This is an optimization exercise on Yosys and OpenROAD, whose aim is small area, not a production implementation.
The RTL was checked by simulation tests, not by an equivalence proof against the original design.
No activity file was given, so power comes from the tool's default toggle rates.

==> flow/design.v <==
module CPS_v3
(	 
	input wire  			rst_i, clk_i,
	output reg  			vld_mem_o,
	input wire [383:0] 	doutb_bram12_i,
	input wire 				vld_i,
	input wire 				en_read_i,
	output reg 				rdy_o,
	output reg [6:0] 		addrb_bram12_o,
	input 					empty_i,
	output reg 				full_o,
	output reg 				wea_bram3_o,
	output reg [6:0] 		addra_bram3_o,
	output wire [383:0] 	dina_bram3_o,
	input [26:0] 			element_struct,
	input 					video_ACK_i);
	reg						read;
	reg						full_counter, start_counter;
	reg						write_counter;
	reg [127:0]				W, Y, Z;
	always @(negedge clk_i or posedge rst_i)
	begin
		if(rst_i)
		begin
			addrb_bram12_o	<= 0;
			rdy_o			<= 1'b1;
			read			<= 0;
		end
		else if( video_ACK_i )
		begin
			if( en_read_i )
			begin
				if( vld_i )
				begin
					rdy_o			<= 0;
					addrb_bram12_o	<= 0;
					read			<= 1'b1;
				end
				else
				begin
					rdy_o	<= 1'b1;
					if( addrb_bram12_o != 7'd127 )
						addrb_bram12_o	<= addrb_bram12_o + 1'b1;
					else
						read	<= 0;
				end
			end
			else
			begin
				addrb_bram12_o	<= 0;
				rdy_o			<= 1'b1;
				read			<= 1'b0;
			end
		end
	end
	wire [389:0] prow  = {3'b000, doutb_bram12_i, 3'b000};
	wire [389:0] prown = ~prow;
	wire [26:0]  e_n   = ~element_struct;
	wire c2   = (element_struct[8:0]  == 9'd0);
	wire c12  = (element_struct[17:0] == 18'd0);
	wire c012 = (element_struct       == 27'd0);
	wire load = read && addrb_bram12_o != 7'd0 && addrb_bram12_o != 7'd127;
	wire ld_n  = ~(video_ACK_i & load);
	wire hold  = ~video_ACK_i;
	wire clr   = video_ACK_i & ~load;
	wire w_clr = clr & c2;
	wire y_clr = clr & c12;
	wire z_clr = clr & c012;
	wire [127:0] W_d, Y_d, Z_d;
	genvar g;
	generate
		for (g = 0; g < 128; g = g + 1)
		begin : col
			CPS_v3_col #(.EDGE(g == 0 ? 1 : g == 127 ? 2 : 0)) u_col (
				.p(prow[3*g+8:3*g]), .pn(prown[3*g+8:3*g]),
				.e(element_struct), .en(e_n),
				.ld_n(ld_n), .hold(hold),
				.w(W[g]), .w_clr(w_clr),
				.y(Y[g]), .y_clr(y_clr),
				.z(Z[g]), .z_clr(z_clr),
				.w_d(W_d[g]), .y_d(Y_d[g]), .z_d(Z_d[g]));
		end
	endgenerate
	always @(posedge clk_i or posedge rst_i)
	begin
		if(rst_i)
			write_counter	<= 0;
		else if( video_ACK_i )
			write_counter	<= load;
	end
	always @(posedge clk_i)
	begin
		W	<= W_d;
		Y	<= Y_d;
		Z	<= Z_d;
	end
	generate
		for (g = 0; g < 128; g = g + 1)
		begin : outp
			assign dina_bram3_o[3*g+2:3*g] = Z[g] ? element_struct[14:12] : 3'b111;
		end
	endgenerate
	always @(negedge clk_i or posedge rst_i)
	begin
		if(rst_i)
		begin
			addra_bram3_o	<= 0;
			wea_bram3_o		<= 0;
			full_o			<= 0;
			full_counter	<= 0;
			start_counter	<= 0;
			vld_mem_o		<= 0;
		end
		else if( video_ACK_i )
		begin
			if( ~empty_i )
			begin
				full_o			<= 0;
				addra_bram3_o	<= 0;
				start_counter	<= 0;
				full_counter	<= 0;
			end
			else
			begin
				if( addra_bram3_o == 7'd125 ) start_counter <= 1'b1;
				if( start_counter )
				begin
					if( full_counter )
					begin
						full_o		<= 1'b1;
						vld_mem_o	<= 1'b1;
					end
					else
						full_counter	<= 1'b1;
				end
				else
				begin
					full_o			<= 1'b0;
					full_counter	<= 0;
				end
			end
			wea_bram3_o	<= write_counter;
			if( write_counter )
				addra_bram3_o	<= addra_bram3_o + 1'b1;
		end
	end
endmodule
module CPS_v3_col
#(
	parameter EDGE = 0
)
(
	input  [8:0]  p, pn,
	input  [26:0] e, en,
	input        ld_n, hold,
	input        w, w_clr,
	input        y, y_clr,
	input        z, z_clr,
	output       w_d, y_d, z_d);
	localparam [26:0] OUT = EDGE == 1 ? {3{9'b000_000_111}} : EDGE == 2 ? {3{9'b111_000_000}} : 27'd0;
	wire [26:0] pp  = {p, p, p};
	wire [26:0] ppn = {pn, pn, pn};
	wire [26:0] lit = ((e | ppn) & (en | pp) & ~OUT) | (~e & OUT);
	wire m0 = &lit[26:18];
	wire m1 = &lit[17:9];
	wire m2 = &lit[8:0];
	wire ld = ~ld_n;
	assign w_d = (ld & m2)     | (hold & w) | w_clr;
	assign y_d = (ld & m1 & w) | (hold & y) | y_clr;
	assign z_d = (ld & m0 & y) | (hold & z) | z_clr;
endmodule
==> flow/config.mk <==
export PLATFORM = sky130hd
export DESIGN_NAME = CPS_v3
export DESIGN_NICKNAME = CPS_v3
export VERILOG_FILES = /design/flow/design.v
export SDC_FILE = /design/flow/constraint.sdc
export NUM_CORES = 4
export LEC_CHECK = 0
export CAP_MARGIN = 20
export CELL_PAD_IN_SITES_DETAIL_PLACEMENT = 1
export CELL_PAD_IN_SITES_GLOBAL_PLACEMENT = 1
export CORE_MARGIN = 2
export CORE_UTILIZATION = 30
export CTS_BUF_LIST = sky130_fd_sc_hd__clkbuf_8
export CTS_CLUSTER_DIAMETER = 90
export CTS_CLUSTER_SIZE = 16
export PLACE_DENSITY = 0.5
export SLEW_MARGIN = 20
export SYNTH_HIERARCHICAL = 1
export SYNTH_MINIMUM_KEEP_SIZE = 0
==> flow/constraint.sdc <==
create_clock -name core_clock -period 10.0 [get_ports {clk_i}]
set_input_delay 2.0000 -clock core_clock [delete_from_list [all_inputs] [get_ports {clk_i}]]
set_output_delay 2.0000 -clock core_clock [all_outputs]
set_load 0.01 [all_outputs]
standard.sh (not shown) runs the stock make flow with config.mk's settings and CLKGATE_MAP_FILE= SYNTH_SCRIPT=/design/flow/synth_recipe.tcl, a recipe that flattens the netlist after the stock synthesis.
==> flow/flow/run.sh <==
#!/bin/bash
# Standard ORFS layout, except:
#  - the column matcher CPS_v3_col is read as a hand-mapped gate-level module
#    (flow/col_gates.v, same function as the RTL module) instead of being
#    mapped by ABC; all registers stay in the top module and go through the
#    standard synthesis unchanged;
#  - the port buffers that global placement puts on every input and output
#    use the smallest buffer cell (buf_1);
set -euo pipefail
python3 flow/swap_col.py design.v flow/col_gates.v design_mapped.v > swap_col.log 2>&1
export BUFFER_PORTS_ARGS="-buffer_cell sky130_fd_sc_hd__buf_1"
export CTS_ARGS="-sink_clustering_enable -repair_clock_nets -buf_list sky130_fd_sc_hd__clkbuf_8 -sink_clustering_size 16 -sink_clustering_max_diameter 90 -dont_use_dummy_load"
bash standard.sh VERILOG_FILES="$PWD/design_mapped.v" finish > standard_flow.log 2>&1
Other scripts of this flow, unchanged in this note and not shown: flow/flow/col_gates.v, flow/flow/swap_col.py
Then changed:
--- a/flow/flow/run.sh
+++ b/flow/flow/run.sh
@@ -7,3 +7,3 @@
 #  - the port buffers that global placement puts on every input and output
-#    use the smallest buffer cell (buf_1);
+#    use the smallest buffer cell (buf_1).
 set -euo pipefail
@@ -11,3 +11,2 @@
 export BUFFER_PORTS_ARGS="-buffer_cell sky130_fd_sc_hd__buf_1"
-export CTS_ARGS="-sink_clustering_enable -repair_clock_nets -buf_list sky130_fd_sc_hd__clkbuf_8 -sink_clustering_size 16 -sink_clustering_max_diameter 90 -dont_use_dummy_load"
 bash standard.sh VERILOG_FILES="$PWD/design_mapped.v" finish > standard_flow.log 2>&1
CAP_MARGIN = 10   (was 20)
CORE_UTILIZATION = 35   (was 30)
CTS_CLUSTER_DIAMETER = 70   (was 90)
CTS_CLUSTER_SIZE = 12   (was 16)
PLACE_DENSITY = 0.55   (was 0.5)
SLEW_MARGIN = 10   (was 20)
What happened: Global-route usage increases by 5.7 points. Count of clock-buffer cells in the layout increases by 34. Die area decreases by 14%. Sequential share of layout area decreases by 0.19 points. Area after synthesis does not change. Worst setup slack gets better by 0.030 ns. Combinational power stays flat. Cell count decreases by about 2%.

========
// CPS_v3: RTL as listed in full above, without the edits since
Settings: LEC_CHECK=0, CAP_MARGIN=10, CELL_PAD_IN_SITES_DETAIL_PLACEMENT=1, CELL_PAD_IN_SITES_GLOBAL_PLACEMENT=1, CORE_MARGIN=2, CORE_UTILIZATION=40, CTS_BUF_LIST=sky130_fd_sc_hd__clkbuf_8, CTS_CLUSTER_DIAMETER=80, CTS_CLUSTER_SIZE=14, PLACE_DENSITY=0.6, SLEW_MARGIN=10, SYNTH_HIERARCHICAL=1, SYNTH_MINIMUM_KEEP_SIZE=0; clock period 10.0 ns.
==> flow/flow/run.sh <==
#!/bin/bash
# Standard ORFS layout, except:
#  - the column matcher CPS_v3_col is read as a hand-mapped gate-level module
#    (flow/col_gates.v, same function as the RTL module) instead of being
#    mapped by ABC; all registers stay in the top module and go through the
#    standard synthesis unchanged;
#  - the port buffers that global placement puts on every input and output
#    use the smallest buffer cell (buf_1);
set -euo pipefail
python3 flow/swap_col.py design.v flow/col_gates.v design_mapped.v > swap_col.log 2>&1
export BUFFER_PORTS_ARGS="-buffer_cell sky130_fd_sc_hd__buf_1"
export CTS_ARGS="-sink_clustering_enable -repair_clock_nets -buf_list sky130_fd_sc_hd__clkbuf_8 -sink_clustering_size 14 -sink_clustering_max_diameter 80 -dont_use_dummy_load"
bash standard.sh VERILOG_FILES="$PWD/design_mapped.v" finish > standard_flow.log 2>&1
Other scripts of this flow, unchanged in this note and not shown: flow/flow/col_gates.v, flow/flow/swap_col.py
==> next run, changes <==
- CAP_MARGIN: 10 -> 20
- CORE_UTILIZATION: 40 -> 30
- PLACE_DENSITY: 0.6 -> 0.5
- SLEW_MARGIN: 10 -> 20
Synthesized cell count is unchanged; register-to-register slack gets better by 0.20 ns; routed wire length is higher by 10%; non-clock buffer count is higher by 25; synthesized area does not change; global-route usage is lower by 10 points; clock-buffer cell count is higher by 11.
==> next run, changes <==
--- a/flow/flow/run.sh
+++ b/flow/flow/run.sh
@@ -8 +8 @@
-#    use the smallest buffer cell (buf_1);
+#    use the smallest buffer cell (buf_1).
@@ -12 +11,0 @@
-export CTS_ARGS="-sink_clustering_enable -repair_clock_nets -buf_list sky130_fd_sc_hd__clkbuf_8 -sink_clustering_size 14 -sink_clustering_max_diameter 80 -dont_use_dummy_load"
Effect:
- The new run finished with timing, DRC and antenna clean
- register-to-register slack gains 0.06 ns
- wire length stays flat
- die area does not change
- final cell count is higher by 0.57%
- critical path depth stays the same
- clock-buffer cell count is higher by 3
- combinational power barely changes
- final area grows by 1.2%
- non-clock buffer count stays the same
- worst hold slack improved by 0.0039 ns
- worst setup slack is worse by 0.013 ns
==> next run, changes <==
--- a/flow/flow/run.sh
+++ b/flow/flow/run.sh
@@ -8 +8 @@
-#    use the smallest buffer cell (buf_1).
+#    use the smallest buffer cell (buf_1);
@@ -11,0 +12 @@
+export CTS_ARGS="-sink_clustering_enable -repair_clock_nets -buf_list sky130_fd_sc_hd__clkbuf_8 -sink_clustering_size 14 -sink_clustering_max_diameter 80 -dont_use_dummy_load"
- CAP_MARGIN: 20 -> 10
- CORE_UTILIZATION: 30 -> 35
- PLACE_DENSITY: 0.5 -> 0.55
- SLEW_MARGIN: 20 -> 10
After rerunning: The changed run passed the timing, DRC and antenna checks; first-iteration DRC count goes up by a quarter to a third; cell area goes down by a few percent; clock power goes down by a quarter to a third; setup slack is better by 0.046 ns.
